This design comes from an exercise in tuning for small area on the open sky130 flow, not from production work. Only simulation tests tie the RTL to the original design; equivalence was not proved.

## job 104
Design tes_mux_sseg_counter4_up, start of the top module:
module tes_mux_sseg_counter4_up(
  input clk,
  input [3:0] btn,
  input reset,
  output [3:0] led,
  output [7:0] sseg,
  output [3:0] en_dig
);
  wire [3:0] cnt0_n, cnt1_n, cnt2_n, cnt3_n;
  wire [3:0] dbtn;
  wire [3:0] dbtn_nx;
  wire [3:0] dbtn_fall;
  wire dreset;
  wire dreset_nx;
  wire dreset_fall;
  debouncer DB0( clk, btn[0], dbtn[0], dbtn_nx[0], dbtn_fall[0] );
  debouncer DB1( clk, btn[1], dbtn[1], dbtn_nx[1], dbtn_fall[1] );
  debouncer DB2( clk, btn[2], dbtn[2], dbtn_nx[2], dbtn_fall[2] );
  debouncer DB3( clk, btn[3], dbtn[3], dbtn_nx[3], dbtn_fall[3] );
  debouncer DBr( clk, reset, dreset, dreset_nx, dreset_fall );
  wire clr = ~dreset | ~dreset_nx;
  counter4_up CNT0( clk, clr, dbtn_fall[0], cnt0_n );
  counter4_up CNT1( clk, clr, dbtn_fall[1], cnt1_n );
  counter4_up CNT2( clk, clr, dbtn_fall[2], cnt2_n );
  counter4_up CNT3( clk, clr, dbtn_fall[3], cnt3_n );
  assign led = cnt0_n;  
  mux_sseg_4dig MUXSSEG( clk, clr, cnt3_n, cnt2_n, cnt1_n, cnt0_n, en_dig, sseg);
endmodule
For scale: ~400 cells after synthesis.
Settings: LEC_CHECK=0, CAP_MARGIN=20, CORE_MARGIN=2, CORE_UTILIZATION=70, GPL_TIMING_DRIVEN=0, PLACE_DENSITY=0.8, SLEW_MARGIN=20; clock period 10.0 ns.
standard.sh (not shown) runs the stock make flow with config.mk's settings and CLKGATE_MAP_FILE= SYNTH_SCRIPT=/design/flow/synth_recipe.tcl, a recipe that flattens the netlist after the stock synthesis.
==> flow/flow/run.sh <==
#!/bin/bash
# Layout flow: the standard flow (standard.sh, standard synthesis) with
#  - the synthesized netlist's combinational logic re-mapped by ABC with a
#    stronger area script (flow/resynth.tcl, flow/abc_area.script.in), run
#    from eight random seeds, keeping the smallest result; registers, their
#    names and cell types are kept exactly as the standard synthesis made
#    them,
#  - clock tree synthesis without dummy loads,
#  - minimum-size buffers on the ports.
# Each tool's output goes to a log file in this folder (and ORFS's own logs
# under orfs/logs).
set -euo pipefail
W=$(pwd)
R=$W/orfs/results/$FLOW_PLATFORM/tes_mux_sseg_counter4_up/base
CTS="-sink_clustering_enable -repair_clock_nets -dont_use_dummy_load -buf_list sky130_fd_sc_hd__clkbuf_4"
MK=("CTS_ARGS=$CTS" "BUFFER_PORTS_ARGS=-buffer_cell sky130_fd_sc_hd__buf_1")

bash standard.sh "${MK[@]}" synth > standard_synth.log 2>&1
cp $R/1_2_yosys.v $W/standard_1_2_yosys.v

export RS_LIB=$FLOW_HOME/platforms/$FLOW_PLATFORM/lib/sky130_fd_sc_hd__tt_025C_1v80.lib
export RS_TOP=$FLOW_TOP
export RS_DONT_USE="$(cat $W/flow/dont_use.txt)"
export RS_IN=$W/standard_1_2_yosys.v
for batch in "1 2 3 4" "5 6 7 8"; do
  for s in $batch; do
    sed "s/SEED/$s/" $W/flow/abc_area.script.in > $W/abc_area_$s.script
    RS_SCRIPT=$W/abc_area_$s.script RS_OUT=$W/resynth_$s.v RS_STAT=$W/resynth_stat_$s.txt \
      yosys -c $W/flow/resynth.tcl > $W/resynth_$s.log 2>&1 &
  done
  wait
done
best=""; best_area=""
for s in 1 2 3 4 5 6 7 8; do
  a=$(awk '/Chip area for module/ {print $NF}' $W/resynth_stat_$s.txt 2>/dev/null || true)
  # keep only netlists with the standard synthesis's registers and no assigns
  nreg_std=$(grep -cE '^ *sky130_fd_sc_hd__e?df' $W/standard_1_2_yosys.v || true)
  nreg=$(grep -cE '^ *sky130_fd_sc_hd__e?df' $W/resynth_$s.v 2>/dev/null || true)
  if [[ "$nreg" != "$nreg_std" ]] || grep -q '^ *assign' $W/resynth_$s.v 2>/dev/null; then a=""; fi
  echo "seed $s: ${a:-failed}" >> $W/resynth_summary.txt
  if [[ -n "$a" ]] && { [[ -z "$best_area" ]] || awk -v x="$a" -v y="$best_area" 'BEGIN{exit !(x<y)}'; }; then
    best=$s; best_area=$a
  fi
done
echo "best: seed $best, $best_area" >> $W/resynth_summary.txt

if [[ -n "$best" ]]; then
  cp $W/resynth_$best.v $R/1_2_yosys.v
  rm -f $R/1_synth.odb $R/1_synth.sdc
fi
bash standard.sh "${MK[@]}" finish > standard.log 2>&1
==> flow/flow/abc_area.script.in <==
&get -n
&deepsyn -J 2000 -T 1200 -S SEED
&dch -f
&nf -R 1000 -p
&put
&get -n
&dch -f
&nf -R 1000 -p
&put
topo
==> flow/flow/resynth.tcl <==
# Re-map the combinational logic of the standard synthesis netlist with a
# stronger ABC area script.  Registers are kept as they are (same instances,
# names and cell types): their cell models are black boxes here, every other
# cell is flattened into its logic function and mapped again.
yosys -import
set lib $::env(RS_LIB)
read_liberty -ignore_miss_func $lib
read_verilog -sv $::env(RS_IN)
hierarchy -top $::env(RS_TOP)
blackbox sky130_fd_sc_hd__df* sky130_fd_sc_hd__edf* sky130_fd_sc_hd__sdf* sky130_fd_sc_hd__sedf* sky130_fd_sc_hd__dl*
flatten
# names made by flattening the cell models (e.g. _123_.A) are internal
yosys rename -hide w:_*_.*
opt_clean -purge
opt -full
set du {}
foreach c $::env(RS_DONT_USE) { lappend du -dont_use $c }
abc -liberty $lib {*}$du -script $::env(RS_SCRIPT)
opt_clean -purge
hilomap -singleton -hicell sky130_fd_sc_hd__conb_1 HI -locell sky130_fd_sc_hd__conb_1 LO
splitnets
opt_clean -purge
tee -o $::env(RS_STAT) stat -liberty $lib
write_verilog -noattr -nohex -nodec $::env(RS_OUT)
Other scripts of this flow, unchanged in this note and not shown: flow/flow/dont_use.txt
Job 104 was carried through to the last stage, and its layout satisfied the timing, design-rule and antenna checks.
Here is what was changed in the inputs of job 105 compared with job 104.
Settings: clearing GPL_TIMING_DRIVEN, which used to be 0.
--- a/flow/flow/run.sh
+++ b/flow/flow/run.sh
@@ -3,5 +3,5 @@
 #  - the synthesized netlist's combinational logic re-mapped by ABC with a
 #    stronger area script (flow/resynth.tcl, flow/abc_area.script.in), run
-#    from eight random seeds, keeping the smallest result; registers, their
+#    from four random seeds, keeping the smallest result; registers, their
 #    names and cell types are kept exactly as the standard synthesis made
 #    them,
@@ -23,19 +23,13 @@
 export RS_DONT_USE="$(cat $W/flow/dont_use.txt)"
 export RS_IN=$W/standard_1_2_yosys.v
-for batch in "1 2 3 4" "5 6 7 8"; do
-  for s in $batch; do
-    sed "s/SEED/$s/" $W/flow/abc_area.script.in > $W/abc_area_$s.script
-    RS_SCRIPT=$W/abc_area_$s.script RS_OUT=$W/resynth_$s.v RS_STAT=$W/resynth_stat_$s.txt \
-      yosys -c $W/flow/resynth.tcl > $W/resynth_$s.log 2>&1 &
-  done
-  wait
+for s in 1 2 3 4; do
+  sed "s/SEED/$s/" $W/flow/abc_area.script.in > $W/abc_area_$s.script
+  RS_SCRIPT=$W/abc_area_$s.script RS_OUT=$W/resynth_$s.v RS_STAT=$W/resynth_stat_$s.txt \
+    yosys -c $W/flow/resynth.tcl > $W/resynth_$s.log 2>&1 &
 done
+wait
 best=""; best_area=""
-for s in 1 2 3 4 5 6 7 8; do
+for s in 1 2 3 4; do
   a=$(awk '/Chip area for module/ {print $NF}' $W/resynth_stat_$s.txt 2>/dev/null || true)
-  # keep only netlists with the standard synthesis's registers and no assigns
-  nreg_std=$(grep -cE '^ *sky130_fd_sc_hd__e?df' $W/standard_1_2_yosys.v || true)
-  nreg=$(grep -cE '^ *sky130_fd_sc_hd__e?df' $W/resynth_$s.v 2>/dev/null || true)
-  if [[ "$nreg" != "$nreg_std" ]] || grep -q '^ *assign' $W/resynth_$s.v 2>/dev/null; then a=""; fi
   echo "seed $s: ${a:-failed}" >> $W/resynth_summary.txt
   if [[ -n "$a" ]] && { [[ -z "$best_area" ]] || awk -v x="$a" -v y="$best_area" 'BEGIN{exit !(x<y)}'; }; then
==> flow/flow/abc_area.script.in <==
&get -n
&deepsyn -J 1000 -T 900 -S SEED
&dch -f
&nf -R 1000 -p
&put
topo
==> flow/flow/resynth.tcl <==
# Re-map the combinational logic of the standard synthesis netlist with a
# stronger ABC area script.  Registers (and tie cells) are kept as they are:
# same instances, names and cell types.
yosys -import
set lib $::env(RS_LIB)
read_liberty -ignore_miss_func $lib
read_verilog -sv $::env(RS_IN)
hierarchy -top $::env(RS_TOP)
blackbox sky130_fd_sc_hd__df* sky130_fd_sc_hd__edf* sky130_fd_sc_hd__sdf* sky130_fd_sc_hd__sedf* sky130_fd_sc_hd__dl* sky130_fd_sc_hd__conb_1
flatten
opt_clean -purge
opt -full
set du {}
foreach c $::env(RS_DONT_USE) { lappend du -dont_use $c }
abc -liberty $lib {*}$du -script $::env(RS_SCRIPT)
opt_clean -purge
hilomap -singleton -hicell sky130_fd_sc_hd__conb_1 HI -locell sky130_fd_sc_hd__conb_1 LO
insbuf -buf sky130_fd_sc_hd__buf_4 A X
splitnets
opt_clean -purge
tee -o $::env(RS_STAT) stat -liberty $lib
write_verilog -noattr -nohex -nodec $::env(RS_OUT)
==> run summary <==
In job 105, the synthesized cell count came out 9 above the value in job 104. When job 105 is set beside job 104, its routed wire length turns out to be about 11% smaller. Changes observed in job 105 relative to job 104: met2 routed wirelength down about 20%; setup slack down 0.098 ns.

-- port drivers added, routing unchanged --
The flow's constraints put no driver on any port. The routed layouts listed below were extracted and timed again, unchanged, in two steps. Step 1 (the two cells are an assumption about what drives the block):
set clk [get_ports {clk}]
set_driving_cell -lib_cell sky130_fd_sc_hd__clkbuf_16 $clk
set_driving_cell -lib_cell sky130_fd_sc_hd__buf_2 [delete_from_list [all_inputs] $clk]
Step 2, shift: input delay + t, output delay - t, t = (earliest + latest rising clock arrival at the registers) / 2. This alone moves slack from input paths to output paths. Slacks: no drivers / after step 1 / after step 2; pairs: no drivers / after step 1.
run | t (ns) | setup WS [ns] | latest minus earliest clock arrival (ns) | pins driven straight from the clock port
job 104 | 0.516 | 5.266 / 5.239 / 5.754 | 0.045 / 0.045 | 1
job 105 | 0.480 | 5.169 / 5.140 / 5.619 | 0.057 / 0.057 | 1
After both steps every run listed still meets setup and hold.
